This design comes from an exercise in tuning for small area, a short achievable clock period and few clock cycles on the open sky130 flow, not from production work.
At most, simulation tests tie the RTL to the original design; equivalence was not proved.

==> run M <==
// gcd3_top
module gcd3_top (
    input  wire        clk,
    input  wire        reset,
    input  wire        start,
    input  wire [15:0] A,
    input  wire [15:0] B,
    input  wire [15:0] C,
    output wire        valid,
    output wire [15:0] D
);
==> module gcd3_top, before the edit <==
module gcd3_top (
    input  wire        clk,
    input  wire        reset,
    input  wire        start,
    input  wire [15:0] A,
    input  wire [15:0] B,
    input  wire [15:0] C,
    output wire        valid,
    output wire [15:0] D
);
    localparam IDLE = 3'd0, P0 = 3'd1, P1 = 3'd2, P2 = 3'd3, SHL = 3'd4;
    reg [2:0]  state;
    reg [15:0] a;
    reg [16:0] b;
    reg [3:0]  cnt;
    wire [15:0] x    = A | B | C;
    wire        zero = ~|A | ~|B | ~|C;
    reg  [3:0]  kx;
    integer i;
    always @(*) begin
        kx = 4'd0;
        for (i = 15; i >= 0; i = i - 1)
            if (x[i]) kx = i;
    end
    wire        idle = (state == IDLE);
    wire        p0   = (state == P0);
    wire        p1   = (state == P1);
    wire        p2   = (state == P2);
    wire        shl  = (state == SHL);
    wire [15:0] mb   = {b[15:1] ^ {15{b[16]}}, b[0]};
    wire        tz   = a[0] & b[0] & ((a[15:1] ^ b[15:1]) == {15{b[16]}});   
    wire        a1   = (a == 16'd1);
    wire        c0   = (cnt == 4'd0);
    wire        swap = (a[15:1] >= mb[15:1]);                               
    wire [17:0] t    = {2'b00, a} + {b[16], b};
    wire load_p1 = p0 & b[0];
    wire load_p2 = p1 & tz & ~a1;
    wire done    = (p1 & a1) | (p2 & (tz | a1));
    wire step    = (p1 | p2) & b[0] & ~tz & ~a1;
    wire        odd  = (p1 | p2) & b[0];
    wire [16:0] w    = ({17{odd}}             & {t[17], t[17:2]})
                     | ({17{idle & ~A[0]}}    & {1'b0, A})
                     | ({17{load_p1 | idle & A[0]}} & {1'b0, B})
                     | ({17{load_p2}}         & {1'b0, C})
                     | ({17{~idle & ~b[0]}}   & b);
    wire        s2   = ~w[0] & ~w[1];
    wire [16:0] w2   = s2 ? {{2{w[16]}}, w[16:2]} : w;
    wire [16:0] sw   = w2[0] ? w2 : {w2[16], w2[16:1]};
    wire        a_b   = load_p1 | (step & swap);
    wire        an1   = idle ? A[1] : (load_p1 | (odd & swap)) ? mb[1] : a[1];
    wire        neg   = (~idle | A[0]) & sw[0] & ~(sw[1] ^ an1);
    always @(posedge clk) b <= {sw[16:1] ^ {16{neg}}, sw[0]};
    wire        a_shl = (done | shl) & ~c0;
    wire        a_in  = idle & start & A[0] & ~zero;
    always @(posedge clk)
        a <= ({16{a_b}} & mb) | ({16{a_shl}} & {a[14:0], 1'b0}) | ({16{a_in}} & A)
           | ({16{~a_b & ~a_shl & ~(idle & start)}} & a);
    assign valid = c0 & (shl | done);
    assign D     = a;
    always @(posedge clk) begin
        if (reset) begin
            state <= IDLE;
        end else begin
            case (state)
                IDLE: if (start) begin
                    cnt   <= zero ? 4'd0 : kx;
                    state <= zero ? SHL : A[0] ? P1 : P0;
                end
                P0: if (b[0]) state <= P1;
                SHL: begin
                    if (c0) state <= IDLE;
                    else cnt <= cnt - 4'd1;
                end
                default: begin  
                    if (load_p2) state <= P2;
                    else if (done) begin
                        if (c0) state <= IDLE;
                        else begin
                            state <= SHL;
                            cnt   <= cnt - 4'd1;
                        end
                    end
                end
            endcase
        end
    end
endmodule
clock: 3.5 ns
lec_check: 0
cap_margin: 20
core_margin: 2
core_utilization: 40
slew_margin: 20
standard.sh (not shown) runs the stock make flow with config.mk's settings and CLKGATE_MAP_FILE= SYNTH_SCRIPT=/design/flow/synth_recipe.tcl, a recipe that flattens the netlist after the stock synthesis.
==> flow/flow/run.sh <==
#!/bin/bash
set -euo pipefail
export BUFFER_PORTS_ARGS="-buffer_cell sky130_fd_sc_hd__buf_1"
export RECOVER_POWER=100
bash standard.sh > standard_make.log 2>&1
==> run D: changes against run M <==
==> flow/design.v (replaced) <==
module gcd3_top (
    input  wire        clk,
    input  wire        reset,
    input  wire        start,
    input  wire [15:0] A,
    input  wire [15:0] B,
    input  wire [15:0] C,
    output wire        valid,
    output wire [15:0] D
);
    localparam IDLE = 3'd0, P0 = 3'd1, P1 = 3'd2, P2 = 3'd3, SHL = 3'd4, ZERO = 3'd5;
    reg [2:0]  state;
    reg [15:0] a;
    reg [16:0] b;
    reg        nb;       
    wire [15:0] x    = A | B | C;
    wire        zero = ~|A | ~|B | ~|C;
    wire        idle = (state == IDLE);
    wire        p0   = (state == P0);
    wire        p1   = (state == P1);
    wire        p2   = (state == P2);
    wire        shl  = (state == SHL);
    wire        zst  = (state == ZERO);      
    wire [15:0] mb   = {b[15:1] ^ {15{b[16]}}, b[0]};
    wire        tz   = a[0] & b[0] & ((a[15:1] ^ b[15:1]) == {15{b[16]}});   
    wire        a1   = (a == 16'd1);
    wire        swap = (a[15:1] >= mb[15:1]);                               
    wire [16:0] bn   = {b[16:1] ^ {16{nb}}, b[0]};         
    wire [17:0] t    = {2'b00, a} + {bn[16], bn};
    wire load_p1 = p0 & b[0];
    wire load_p2 = p1 & tz & ~a1;
    wire done    = (p1 & a1) | (p2 & (tz | a1));
    wire step    = (p1 | p2) & b[0] & ~tz & ~a1;
    wire        odd  = (p1 | p2) & b[0] & ~a1;
    wire        shx  = done & ~x[0];
    wire        sh1  = shl | shx;
    wire [16:0] w    = ({17{odd}}                           & {t[17], t[17:2]})
                     | ({17{idle & ~A[0]}}                  & {1'b0, A})
                     | ({17{load_p1 | idle & A[0]}}         & {1'b0, B})
                     | ({17{load_p2}}                       & {1'b0, C})
                     | ({17{shx}}                           & {1'b0, x})
                     | ({17{~idle & ~b[0] & ~shx}}          & b);
    wire        s2   = ~w[0] & ~w[1] & ~sh1;
    wire [16:0] w2   = s2 ? {{2{w[16]}}, w[16:2]} : w;
    wire [16:0] sw   = w2[0] ? w2 : {w2[16], w2[16:1]};
    wire        a_b   = load_p1 | (step & swap);
    wire        an1   = idle ? A[1] : (load_p1 | (odd & swap)) ? mb[1] : a[1];
    wire        neg   = (~idle | A[0]) & sw[0] & ~(sw[1] ^ an1);
    always @(posedge clk) begin
        b  <= sw;
        nb <= neg;
    end
    wire        a_shl = shx | (shl & ~b[0]);
    wire        a_in  = idle & start & A[0] & ~zero;
    always @(posedge clk)
        a <= ({16{a_b}} & mb) | ({16{a_shl}} & {a[14:0], 1'b0}) | ({16{a_in}} & A)
           | ({16{~a_b & ~a_shl & ~(idle & start)}} & a);
    assign valid = (shl & b[0]) | (done & x[0]) | zst;
    assign D     = a;
    always @(posedge clk) begin
        if (reset) begin
            state <= IDLE;
        end else begin
            case (state)
                IDLE: if (start) state <= zero ? ZERO : A[0] ? P1 : P0;
                ZERO: state <= IDLE;
                P0:   if (b[0]) state <= P1;
                SHL:  if (b[0]) state <= IDLE;
                default: begin  
                    if (load_p2) state <= P2;
                    else if (done) state <= x[0] ? IDLE : SHL;
                end
            endcase
        end
    end
endmodule
==> flow/flow/run.sh (replaced) <==
#!/bin/bash
set -euo pipefail
export BUFFER_PORTS_ARGS="-buffer_cell sky130_fd_sc_hd__buf_2"
bash standard.sh > standard_make.log 2>&1
==> run E: changes against run M <==
==> flow/design.v (replaced) <==
module gcd3_top (
    input  wire        clk,
    input  wire        reset,
    input  wire        start,
    input  wire [15:0] A,
    input  wire [15:0] B,
    input  wire [15:0] C,
    output wire        valid,
    output wire [15:0] D
);
    localparam IDLE = 3'd0, P0 = 3'd1, P1 = 3'd2, P2 = 3'd3, SHL = 3'd4, ZERO = 3'd5;
    reg [2:0]  state;
    reg [15:0] a;
    reg [16:0] b;
    reg        nb;       
    reg        a1;       
    reg        lb;       
    wire [15:0] x    = A | B | C;
    wire        zero = ~|A | ~|B | ~|C;
    wire        idle = (state == IDLE);
    wire        p0   = (state == P0);
    wire        p1   = (state == P1);
    wire        p2   = (state == P2);
    wire        shl  = (state == SHL);
    wire        zst  = (state == ZERO);      
    wire [15:0] mb   = {b[15:1] ^ {15{b[16]}}, b[0]};
    wire        tz   = a[0] & b[0] & ((a[15:1] ^ b[15:1]) == {15{b[16]}});   
    wire        b1   = b[0] & ((b[15:1] ^ {15{b[16]}}) == 15'd0);    
    wire        swap = (a[15:1] >= mb[15:1]);                               
    wire [16:0] bn   = {b[16:1] ^ {16{nb}}, b[0]};         
    wire [17:0] t    = {2'b00, a} + {bn[16], bn};
    wire load_p1 = p0 & b[0];
    wire load_p2 = p1 & tz & ~a1;
    wire done    = (p1 & a1) | (p2 & (tz | a1));
    wire step    = (p1 | p2) & b[0] & ~tz & ~a1;
    wire        odd  = (p1 | p2) & b[0] & ~a1;
    wire        shx  = done & ~x[0];
    wire        sh1  = shl | shx;
    wire [16:0] w    = ({17{odd}}                           & {t[17], t[17:2]})
                     | ({17{idle & ~A[0]}}                  & {1'b0, A})
                     | ({17{load_p1 | idle & A[0] | load_p2 & lb}} & {1'b0, B})
                     | ({17{load_p2 & ~lb}}                 & {1'b0, C})
                     | ({17{shx}}                           & {1'b0, x})
                     | ({17{~idle & ~b[0] & ~shx}}          & b);
    wire        s2   = ~w[0] & ~w[1] & ~sh1;
    wire [16:0] w2   = s2 ? {{2{w[16]}}, w[16:2]} : w;
    wire [16:0] sw   = w2[0] ? w2 : {w2[16], w2[16:1]};
    wire        a_b   = load_p1 | (step & swap);
    wire [15:0] av    = A[0] ? A : B[0] ? B : C;
    wire        an1   = idle ? av[1] : (load_p1 | (odd & swap)) ? mb[1] : a[1];
    wire        neg   = (~idle | x[0]) & sw[0] & ~(sw[1] ^ an1);
    always @(posedge clk) begin
        b  <= sw;
        nb <= neg;
    end
    wire        a_shl = shx | (shl & ~b[0]);
    wire        a_in  = idle & start & x[0] & ~zero;
    always @(posedge clk)
        a <= ({16{a_b}} & mb) | ({16{a_shl}} & {a[14:0], 1'b0}) | ({16{a_in}} & av)
           | ({16{~a_b & ~a_shl & ~(idle & start)}} & a);
    always @(posedge clk)
        a1 <= (a_b & b1) | (a_in & (av == 16'd1)) | (~a_b & ~a_shl & ~(idle & start) & a1);
    wire        rb1   = (p1 | p2) & b1;
    assign valid = (shl & b[0]) | ((done | rb1) & x[0]) | zst;
    assign D     = {a[15:1] & ~{15{rb1}}, a[0] | rb1};
    always @(posedge clk) begin
        if (reset) begin
            state <= IDLE;
        end else begin
            case (state)
                IDLE: if (start) begin
                    state <= zero ? ZERO : x[0] ? P1 : P0;
                    lb    <= ~A[0] & ~B[0] & C[0];
                end
                ZERO: state <= IDLE;
                P0:   if (b[0]) state <= P1;
                SHL:  if (b[0]) state <= IDLE;
                default: begin  
                    if (load_p2) state <= P2;
                    else if (done) state <= x[0] ? IDLE : SHL;
                    else if (rb1 & x[0]) state <= IDLE;
                end
            endcase
        end
    end
endmodule
==> flow/flow/run.sh (replaced) <==
#!/bin/bash
set -euo pipefail
export BUFFER_PORTS_ARGS="-buffer_cell sky130_fd_sc_hd__buf_2"
bash standard.sh > standard_make.log 2>&1
==> run R: changes against run M <==
--- a/flow/design.v
+++ b/flow/design.v
@@ -37,24 +37,22 @@
     wire load_p2 = p1 & tz & ~a1;
     wire done    = (p1 & a1) | (p2 & (tz | a1));
     wire step    = (p1 | p2) & b[0] & ~tz & ~a1;
-    wire        odd  = (p1 | p2) & b[0];
-    wire [16:0] w    = ({17{odd}}             & {t[17], t[17:2]})
-                     | ({17{idle & ~A[0]}}    & {1'b0, A})
-                     | ({17{load_p1 | idle & A[0]}} & {1'b0, B})
-                     | ({17{load_p2}}         & {1'b0, C})
-                     | ({17{~idle & ~b[0]}}   & b);
+    wire [16:0] w    = ({17{step}}    & {t[17], t[17:2]})
+                     | ({17{idle}}    & {1'b0, A})
+                     | ({17{load_p1}} & {1'b0, B})
+                     | ({17{load_p2}} & {1'b0, C})
+                     | ({17{~step & ~idle & ~load_p1 & ~load_p2}} & b);
     wire        s2   = ~w[0] & ~w[1];
     wire [16:0] w2   = s2 ? {{2{w[16]}}, w[16:2]} : w;
     wire [16:0] sw   = w2[0] ? w2 : {w2[16], w2[16:1]};
     wire        a_b   = load_p1 | (step & swap);
-    wire        an1   = idle ? A[1] : (load_p1 | (odd & swap)) ? mb[1] : a[1];
-    wire        neg   = (~idle | A[0]) & sw[0] & ~(sw[1] ^ an1);
+    wire        an1   = a_b ? mb[1] : a[1];
+    wire        neg   = ~idle & sw[0] & ~(sw[1] ^ an1);
     always @(posedge clk) b <= {sw[16:1] ^ {16{neg}}, sw[0]};
     wire        a_shl = (done | shl) & ~c0;
-    wire        a_in  = idle & start & A[0] & ~zero;
     always @(posedge clk)
-        a <= ({16{a_b}} & mb) | ({16{a_shl}} & {a[14:0], 1'b0}) | ({16{a_in}} & A)
-           | ({16{~a_b & ~a_shl & ~(idle & start)}} & a);
+        a <= ({16{a_b}} & mb) | ({16{a_shl}} & {a[14:0], 1'b0})
+           | ({16{~a_b & ~a_shl & ~(idle & start & zero)}} & a);
     assign valid = c0 & (shl | done);
     assign D     = a;
     always @(posedge clk) begin
@@ -64,7 +62,7 @@
             case (state)
                 IDLE: if (start) begin
                     cnt   <= zero ? 4'd0 : kx;
-                    state <= zero ? SHL : A[0] ? P1 : P0;
+                    state <= zero ? SHL : P0;
                 end
                 P0: if (b[0]) state <= P1;
                 SHL: begin
==> flow/flow/run.sh (replaced) <==
#!/bin/bash
set -euo pipefail
export BUFFER_PORTS_ARGS="-buffer_cell sky130_fd_sc_hd__buf_2"
bash standard.sh > standard_make.log 2>&1
==> metrics.cfg <==
[place]
post_dp_cell_area_um2 = 5470

[run_status]
run_status = no timing/DRC/antenna violations

[sta]
timing.final.crit_period_ns = 3.40
postLayoutSetupSlackWorst_ns = 0.0980

[layout]
share_of_cell_area_taken_by_multi_input_logic_gates_pct = 65.2
reg.largest.list = b x17, a x16, state x3
finalCoreUtilization_pct = 49.5
n_fill_cell = 1117

[floorplanning]
initial_core_util_pct = 41.1
rows = 39

[yosys]
synth_compound_gate_area_share_pct = 29.7

[worst_setup_path]
crit_arrival_ns = 2.70
end_kind = output pin
worstSetupPathDepth = 8
biggest_cell_delay_along_the_critical_path_ns = 0.55

[clock_network]
clock_sink_count = 39

[min_path]
holdPathEnd = a[0]$_DFF_P_

Source of the figures above: run E

==> metrics.cfg <==
[place]
post_dp_cell_area_um2 = 4820

[layout]
n_fill_cell = 997
share_of_cell_area_taken_by_multi_input_logic_gates_pct = 62.7
reg.largest.list = b x17, a x16, cnt x4

[sta]
postLayoutSetupSlackWorst_ns = 0.177

[yosys]
synth_compound_gate_area_share_pct = 28.4

[worst_setup_path]
worstSetupPathDepth = 13
end_kind = register
crit_arrival_ns = 3.52

[min_path]
holdPathEnd = a[0]$_DFF_P_

[floorplanning]
initial_core_util_pct = 41.4
rows = 36

[clock_network]
clock_sink_count = 40

[run_status]
run_status = no timing/DRC/antenna violations

Source of the figures above: run R

==> metrics.cfg <==
[run_status]
run_status = no timing/DRC/antenna violations

[min_path]
holdPathEnd = cnt[0]$_DFFE_PP_
min_path_cells = 1

[sta]
postLayoutSetupSlackWorst_ns = 0.121

[place]
post_dp_cell_area_um2 = 4820

[worst_setup_path]
crit_arrival_ns = 2.68
biggest_cell_delay_along_the_critical_path_ns = 0.46
worstSetupPathDepth = 10

[yosys]
synth_compound_gate_area_share_pct = 29.9

[layout]
nNonClkBuffers = 104
reg.largest.list = b x17, a x16, cnt x4
finalCoreUtilization_pct = 48.3
n_fill_cell = 1043
share_of_cell_area_taken_by_multi_input_logic_gates_pct = 66.1

[route]
drtPass1Iterations = 7

[global_route]
grt_pass1_wl_um = 25000

[floorplanning]
initial_core_util_pct = 41.4

Source of the figures above: run M

==> metrics.cfg <==
[worst_setup_path]
crit_arrival_ns = 2.61
end_kind = output pin

[yosys]
synth_compound_gate_area_share_pct = 33.2

[place]
post_dp_cell_area_um2 = 4900

[layout]
n_fill_cell = 1050
share_of_cell_area_taken_by_multi_input_logic_gates_pct = 67.3

[min_path]
holdPathEnd = a[0]$_DFF_P_

[floorplanning]
rows = 37

[run_status]
run_status = no timing/DRC/antenna violations

Source of the figures above: run D

Testbench counts of run M, summed over its fixed seeds: cycles 2,454.
Testbench counts of run R, summed over its fixed seeds: cycles 2,531.
The RTL of run D and run E was laid out without a check of its function.

static timing again, ports no longer ideal:
In the flow no input, the clock included, has a driving cell. The finished layouts below were timed again as built, in two steps.
Step 1: set_driving_cell puts a clkbuf_16 on clk and a buf_2 on each other input, an assumption about the parent block.
Step 2 times the ports against the registers' clock, not the clock port: input delays grow and output delays shrink by t, the midpoint of the rising clock arrivals with the driver on.
a / b / c = ideal / step 1 / step 2; a / b = the first two.
run | t, ns | setup WS [ns] | worst hold slack (ns) | latest minus earliest clock arrival (ns)
run M | 0.333 | 0.121 / 0.087 / 0.167 | 0.646 / 0.642 / 0.646 | 0.013 / 0.014
run D | 0.335 | 0.191 / 0.154 / 0.202 | 0.576 / 0.565 / 0.576 | 0.010 / 0.010
run E | 0.327 | 0.098 / 0.055 / 0.107 | 0.597 / 0.597 / 0.597 | 0.005 / 0.004
run R | 0.339 | 0.177 / 0.177 / 0.177 | 0.596 / 0.586 / 0.596 | 0.005 / 0.005
After both steps setup and hold are still met in every run listed.
